Context: an optimization exercise on an open-source flow, tuned for small area. The choices shown serve that exercise and are no tape-out recipe.
The RTL was checked by simulation tests, not by an equivalence proof against the original design.
Power is estimated from default activity; no workload was simulated.

==> build 59: inputs <==
// Num24
module Num24(clk, rst, JA_row, JA_col, START, RESTART, red, green, blue, hsync, vsync);
  input clk;
  wire clk;
  input rst;
  wire rst;
  input [3:0] JA_row;
  wire [3:0] JA_row;
  output [3:0] JA_col;
  wire [3:0] JA_col;
  input START;
  wire START;
  input RESTART;
  wire RESTART;
  output [2:0] red;
  wire [2:0] red;
  output [2:0] green;
  wire [2:0] green;
  output [1:0] blue;
  wire [1:0] blue;
  output hsync;
  wire hsync;
  output vsync;
  wire vsync;
  wire _0000_;
  wire _0001_;
  wire _0002_;
  wire _0003_;
  wire _0004_;
  wire _0005_;
  wire _0006_;
  wire _0007_;
  wire _0008_;
  wire _0009_;
  wire _0010_;
  wire _0011_;
  wire _0012_;
  wire _0013_;
  wire _0014_;
  wire _0015_;
  wire _0016_;
  wire _0017_;
  wire _0018_;
  wire _0019_;
  wire _0020_;
  wire _0021_;
  wire _0022_;
  wire _0023_;
  wire _0024_;
  wire _0025_;
  wire _0026_;
  wire _0027_;
  wire _0028_;
  wire _0029_;
  wire _0030_;
  wire _0031_;
  wire _0032_;
  wire _0033_;
  wire _0034_;
  wire _0035_;
  wire _0036_;
  wire _0037_;
  wire _0038_;
  wire _0039_;
  wire _0040_;
  wire _0041_;
  wire _0042_;
  wire _0043_;
  wire _0044_;
  wire _0045_;
  wire _0046_;
  wire _0047_;
  wire _0048_;
  wire _0049_;
  wire _0050_;
  wire _0051_;
  wire _0052_;
  wire _0053_;
  wire _0054_;
  wire _0055_;
  wire _0056_;
  wire _0057_;
  wire _0058_;
  wire _0059_;
  wire _0060_;
  wire _0061_;
  wire _0062_;
  wire _0063_;
  wire _0064_;
  wire _0065_;
  wire _0066_;
  wire _0067_;
  wire _0068_;
  wire _0069_;
  wire _0070_;
  wire _0071_;
  wire _0072_;
  wire _0073_;
  wire _0074_;
  wire _0075_;
  wire _0076_;
  wire _0077_;
  wire _0078_;
  wire _0079_;
  wire _0080_;
  wire _0081_;
  wire _0082_;
  wire _0083_;
  wire _0084_;
  wire _0085_;
  wire _0086_;
  wire _0087_;
  wire _0088_;
  wire _0089_;
  wire _0090_;
  wire _0091_;
  wire _0092_;
  wire _0093_;
  wire _0094_;
  wire _0095_;
  wire _0096_;
  wire _0097_;
  wire _0098_;
  wire _0099_;
  wire _0100_;
  wire _0101_;
  wire _0102_;
  wire _0103_;
  ...
export LEC_CHECK = 0
export ABC_AREA = 1
export CAP_MARGIN = 20
export CORE_MARGIN = 2
export CORE_UTILIZATION = 70
export CTS_BUF_LIST = sky130_fd_sc_hd__clkbuf_8
export SLEW_MARGIN = 20
create_clock -name core_clock -period 18.0 [get_ports {clk}]
standard.sh (not shown) runs the stock make flow with config.mk's settings and CLKGATE_MAP_FILE= SYNTH_SCRIPT=/design/flow/synth_recipe.tcl, a recipe that flattens the netlist after the stock synthesis.
==> flow/flow/run.sh <==
#!/bin/bash
# The standard layout (standard.sh: standard synthesis, floorplan, place,
# CTS, route), with two changes:
# - every input and output port still gets a buffer, but a
#   sky130_fd_sc_hd__buf_1 rather than the default delay buffer;
# - clock tree synthesis inserts no dummy loads (the H-tree balancing cells
#   that drive nothing).
# Output of the ORFS run goes to standard_flow.log; ORFS's per-step logs stay
# under orfs/logs/.
set -euo pipefail
export BUFFER_PORTS_ARGS="-buffer_cell sky130_fd_sc_hd__buf_1"
export CTS_ARGS="-sink_clustering_enable -repair_clock_nets -buf_list sky130_fd_sc_hd__clkbuf_8 -dont_use_dummy_load"
bash standard.sh finish > standard_flow.log 2>&1
==> inputs of trial 22, as changes to build 59 <==
==> flow/run.sh (new file) <==
#!/bin/bash
# synth_recipe.tcl (not shown) runs the flow's synth.tcl, then flattens the netlist and writes it again
# the make line also repeats each setting of config.mk as NAME=value (left out here)
make -C /OpenROAD-flow-scripts/flow DESIGN_CONFIG=/design/flow/config.mk WORK_HOME=/design/flow/orfs CLKGATE_MAP_FILE= SYNTH_SCRIPT=/design/flow/synth_recipe.tcl finish
removed: flow/flow/run.sh
removed: flow/standard.sh
==> inputs of build 64, as changes to build 59 <==
==> flow/flow/run.sh (replaced) <==
#!/bin/bash
# The standard layout (standard.sh: standard synthesis, floorplan, place,
# CTS, route), with one change: clock tree synthesis inserts no dummy loads
# (the H-tree balancing cells that drive nothing). Output of the ORFS run goes
# to standard_flow.log; ORFS's per-step logs stay under orfs/logs/.
set -euo pipefail
export CTS_ARGS="-sink_clustering_enable -repair_clock_nets -buf_list sky130_fd_sc_hd__clkbuf_8 -dont_use_dummy_load"
bash standard.sh finish > standard_flow.log 2>&1
==> qor summary <==
                                                                   build 59          build 64    trial 22
Sequential cell area share                                            20.7%             20.4%       20.1%
Final clock-cell share                                                1.99%             1.97%       3.62%
Finished Core Util                                                    74.5%             75.3%       76.5%
Final hold slack                                                   0.433 ns          0.422 ns    0.433 ns
Layout non-clock buf frac                                             2.02%             3.22%       3.05%
Area after DPL                                                    11400 µm²         11500 µm²   11500 µm²
Switching power                                                  0.000107 W        0.000109 W  0.000135 W
Drt initial violations                                                 1115              1155        1381
Result of the run                                  timing/DRC/antenna clean  timing/DRC/antenna clean  timing/DRC/antenna clean
Layout area overhead                                                  4.67%             5.78%       7.47%
Top Consumer                                               sequential cells  sequential cells       clock
Max IR drop VDD                                                   0.0571 mV         0.0652 mV   0.0717 mV
Switching Share                                                       23.1%             23.4%       24.1%
Post-layout minimum cycle time                                     16.05 ns          16.37 ns    16.37 ns
Multi-input gate area                                              7360 µm²          7350 µm²    7350 µm²
Part of the total power dissipated in sequential elements             58.5%             58.1%       48.4%

---

==> v3 <==
Num24, a different RTL version from the one above (not shown whole).
==> flow/config.mk <==
export PLATFORM = sky130hd
export DESIGN_NAME = Num24
export DESIGN_NICKNAME = Num24
export VERILOG_FILES = /design/flow/design.v
export SDC_FILE = /design/flow/constraint.sdc
export NUM_CORES = 4
export LEC_CHECK = 0
export ABC_AREA = 1
export CAP_MARGIN = 20
export CORE_MARGIN = 2
export CORE_UTILIZATION = 70
export CTS_BUF_LIST = sky130_fd_sc_hd__clkbuf_8
export SLEW_MARGIN = 20
==> flow/constraint.sdc <==
create_clock -name core_clock -period 18.0 [get_ports {clk}]
set_input_delay 3.6000 -clock core_clock [delete_from_list [all_inputs] [get_ports {clk}]]
set_output_delay 3.6000 -clock core_clock [all_outputs]
set_load 0.01 [all_outputs]
run.sh (not shown) runs the stock make flow with config.mk's settings and CLKGATE_MAP_FILE= SYNTH_SCRIPT=/design/flow/synth_recipe.tcl, a recipe that flattens the netlist after the stock synthesis.
Stock flow here: none of the scripts above is used.
==> v10 (differences from v3) <==
--- a/flow/config.mk
+++ b/flow/config.mk
@@ -12,2 +12,4 @@
 export CTS_BUF_LIST = sky130_fd_sc_hd__clkbuf_8
+export CTS_CLUSTER_DIAMETER = 100
+export CTS_CLUSTER_SIZE = 30
 export SLEW_MARGIN = 20
==> comparison <==
- v3 produced a clean layout. v10 ran to the end with no violations.
- In sequential cell count, v3 and v10 do not differ.
- Design area is the same in v3 and v10.
- In via count, v10 and v3 do not differ.
- In synthesized area, v3 and v10 do not differ.
- In global-route usage, v10 and v3 do not differ.
- Maximum frequency is the same in v10 and v3.
- Register-to-register slack is about the same in v10 and v3.
- In count of clock-buffer cells in the layout, v10 and v3 do not differ.
- In routed wire length, v10 and v3 do not differ.
- In total power, v10 and v3 do not differ.
==> figures <==
	v10	v3
Max Cap Violations	0	0
Depth of the most critical reg-to-reg path	105	105
Power consumed by sequential cells	0.000274 W	0.000274 W
Post-detailed-route DRC marker count	0	0
Fraction of area in clock buffers and inverters	0.0293	0.0293
Number of enable flip-flop cells after synthesis	10	10
Post-Synthesis Mean Instance Area	6.86 um^2	6.86 um^2
Origin of the worst setup path	game_i.s2r[0]	game_i.s2r[0]
Arrival time at the worst endpoint	17.22 ns	17.22 ns
Basic-gate share of the synthesized area counting and, or, nand and nor cells	0.255	0.255
Share of post-route cells with drive strength above 1	0.101	0.101
Top-count cell post-synth	nand2_1	nand2_1
Max Buffers Root-to-Sink	2	2
Number of well-tap cells placed	220	220
Routed length on met2	14,700 um	14,700 um
Most repeated library cell on the critical path	nand2_1	nand2_1
Sequential portion of the cell area	0.195	0.195
Result of the run	timing/DRC/antenna clean	timing/DRC/antenna clean
Post-DP HPWL	24,300 um	24,300 um
Final global-route overflow total	0	0
Post-place instance area	12,300 um^2	12,300 um^2

==> what the ideal ports hide <==
The flow's constraints put no driver on any port. The routed layouts listed below were extracted and timed again, unchanged, in two steps.
Step 1 assumes that a clkbuf_16 drives the clock port and a buf_2 every other input.
Step 2, shift: input delay + t, output delay - t, t = (earliest + latest rising clock arrival at the registers) / 2. This alone moves slack from input paths to output paths.
Slacks: ideal ports / drivers / drivers and shift; pairs: ideal ports / drivers.
run	t (ns)	slack for setup (ns)	hold slack, ns	worst setup path at the end	latest minus earliest clock arrival (ns)
build 59	0.482	1.954 / 1.954 / 1.954	0.433 / 0.433 / 0.433	register to register	0.029 / 0.030
trial 22	0.482	1.632 / 1.632 / 1.632	0.433 / 0.433 / 0.433	register to register	0.022 / 0.022
build 64	0.463	1.633 / 1.633 / 1.633	0.422 / 0.422 / 0.422	register to register	0.034 / 0.033
v3	0.477	1.081 / 1.081 / 1.081	0.452 / 0.452 / 0.452	register to register	0.015 / 0.016
v10	0.477	1.081 / 1.081 / 1.081	0.452 / 0.452 / 0.452	register to register	0.015 / 0.016
After both steps setup and hold are still met in every run listed.
